Context: an optimization exercise on an open-source flow, tuned for small area, a short achievable clock period and few clock cycles. The choices shown serve that exercise and are no tape-out recipe.
The RTL was checked by simulation tests, not by an equivalence proof against the original design.

==> v21: inputs <==
## muntjac_muldiv_top
module muntjac_muldiv_top (
  input  logic        clk_i,
  input  logic        rst_ni,
  input  logic [63:0] operand_a_i,
  input  logic [63:0] operand_b_i,
  input  logic [2:0]  req_op_i,
  input  logic        req_word_i,
  input  logic        req_valid_i,
  output logic        req_ready_o,
  output logic        resp_valid_o,
  output logic [63:0] resp_value_o
);
  localparam int DIV_STEPS = 4;
  localparam int DW = (63 + DIV_STEPS > 65) ? 63 + DIV_STEPS : 65;
  localparam int CW = 6;
  localparam logic [1:0] FmtLow64 = 2'd0;   
  localparam logic [1:0] FmtSext32 = 2'd1;  
  localparam logic [1:0] FmtHi2 = 2'd2;     
  localparam logic [1:0] FmtHi34 = 2'd3;    
  typedef enum logic [1:0] {
    StateIdle,
    StateMul,
    StateDiv
  } state_e;
  state_e state_q, state_d;
  logic   resp_valid_q, resp_valid_d;
  logic   div_out_q, div_out_d;
  logic [64:0]   a_q, a_d;       
  logic [DW-1:0] b_q, b_d;       
  logic [65:0]   res_s_q, res_s_d;   
  logic [65:0]   res_c_q, res_c_d;   
  logic [31:0]   lo_q, lo_d;     
  logic [1:0]    fmt_q, fmt_d;
  logic [CW-1:0] cnt_q, cnt_d;
  logic asel_hi_q, asel_hi_d, atop_q, atop_d;
  logic bsel_hi_q, bsel_hi_d, btop_q, btop_d;
  logic mfinal_q, mfinal_d;      
  logic mshift_q, mshift_d;      
  logic mlo_q, mlo_d;            
  logic mulh_q, mulh_d;
  logic drem_q, drem_d, dneg_q, dneg_d;
  wire [63:0] a = operand_a_i;
  wire [63:0] b = operand_b_i;
  wire        is_div = req_op_i[2];
  wire        accept = req_valid_i && state_q == StateIdle;
  assign req_ready_o  = state_q == StateIdle;
  assign resp_valid_o = resp_valid_q;
  logic [65:0] sum_x, sum_y, sum;
  logic        sum_inv;
  always_comb begin
    sum_inv = div_out_q & dneg_q;
  ...
make LEC_CHECK=0 CAP_MARGIN=20 CORE_MARGIN=2 CORE_UTILIZATION=30 MIN_ROUTING_LAYER=met2 SETUP_SLACK_MARGIN=4 SLEW_MARGIN=20 finish   # period 12.0 ns
run.sh (not shown) runs the stock make flow with config.mk's settings and CLKGATE_MAP_FILE= SYNTH_SCRIPT=/design/flow/synth_recipe.tcl, a recipe that flattens the netlist after the stock synthesis.
==> inputs of v1, as changes to v21 <==
--- a/flow/design.v
+++ b/flow/design.v
@@ -2445,14 +2445,14 @@
   wire m_single = req_word_i | (a_short & b_short);
   wire m_mulh = req_op_i[1:0] != 2'b00;
   logic [32:0] mac_a, mac_b;
   logic [65:0] mac_acc, mac_s, mac_c;
   always_comb begin
     if (state_q == StateIdle) begin
-      mac_a = {a_short & a[32], a[31:0]};
-      mac_b = {b_short & b[32], b[31:0]};
+      mac_a = {a[32] & m_sa & (&a[63:33]), a[31:0]};
+      mac_b = {b[32] & m_sb & (&b[63:33]), b[31:0]};
       mac_acc = '0;
     end else begin
       mac_a = asel_hi_q ? a_q[64:32] : {atop_q & a_q[32], a_q[31:0]};
       mac_b = bsel_hi_q ? b_q[64:32] : {btop_q & b_q[32], b_q[31:0]};
       mac_acc = mshift_q ? {{32{sum[65]}}, sum[65:32]} : sum;
     end
- CAP_MARGIN: 20 -> 40
- MIN_ROUTING_LAYER: met2 -> default
- SLEW_MARGIN: 20 -> 40
==> qor summary <==
quantity	v1	v21
Xor and xnor area share after synthesis	5.698%	5.536%
Number of cells produced by synthesis	10720	10870
Number of CTS-inserted buffers	44	48
Instance area after placement	92090 sq um	94280 sq um
Hold_buf cts	0	0
Number of instances in the placed design	14420	14790
Synth Net Count	12540	12680
Die W	533.5 um	535.2 um
Initial core utilization	30.13%	30.06%
Library cell occupying the most area in the post-synthesis netlist	fa_1	fa_1
Dpl ws	0.9013 ns	1.564 ns
Outcome	finished clean	did not finish
Last stage reached	-	5_1_grt
Multiplexer area fraction after synthesis	2.711%	2.863%
Mean Syn Cell Area	7.844 sq um	7.789 sq um
Arithmetic-cell share of the synthesized area counting full adders, half adders and majority gates	35.61%	35.38%
GPL Wtd Cong	1.094	1.250
Synth cell types	116	122
Compound-gate portion of the synthesized area	20.27%	20.14%
Sequential fraction of the synthesis area	9.378%	9.319%
Die Height	533.5 um	535.2 um
CTS resizes	1059	969
Cell Rows	194	195
Total setup buffers inserted after CTS	456	385
Dpl hpwl	383600 um	456600 um
Post-Synth Simple-Gate Area	16.59%	17.11%
Fraction of post-synthesis cell area in the top cell type by area	28.23%	28.05%
Synth Cell Area	84100 sq um	84640 sq um
Testbench counts of v21, summed over its fixed seeds: cycles 36,582.
Testbench counts of v1, summed over its fixed seeds: cycles 36,582.

[what the ideal ports hide]
The results above use ideal ports. As a check the final layout listed here was re-extracted and re-timed, cells and wires unchanged.
Step 1: set_driving_cell puts a clkbuf_16 on clk_i and a buf_2 on each other input, an assumption about the parent block.
Step 2, shift: input delay + t, output delay - t, t = (earliest + latest rising clock arrival at the registers) / 2. This alone moves slack from input paths to output paths.
Three values: ideal ports, drivers, drivers and shift; two values: the first two.
run: v1
shift t [ns]: 0.743
slack for setup (ns): 3.067 / 3.067 / 3.067
worst setup path after step 2: register to register
worst slew at a driven data input, ns: 0.19
After both steps setup and hold are still met in v1. For v1, drivers alone change the setup slack by 0.000 ns; drivers and shift together by 0.000 ns.
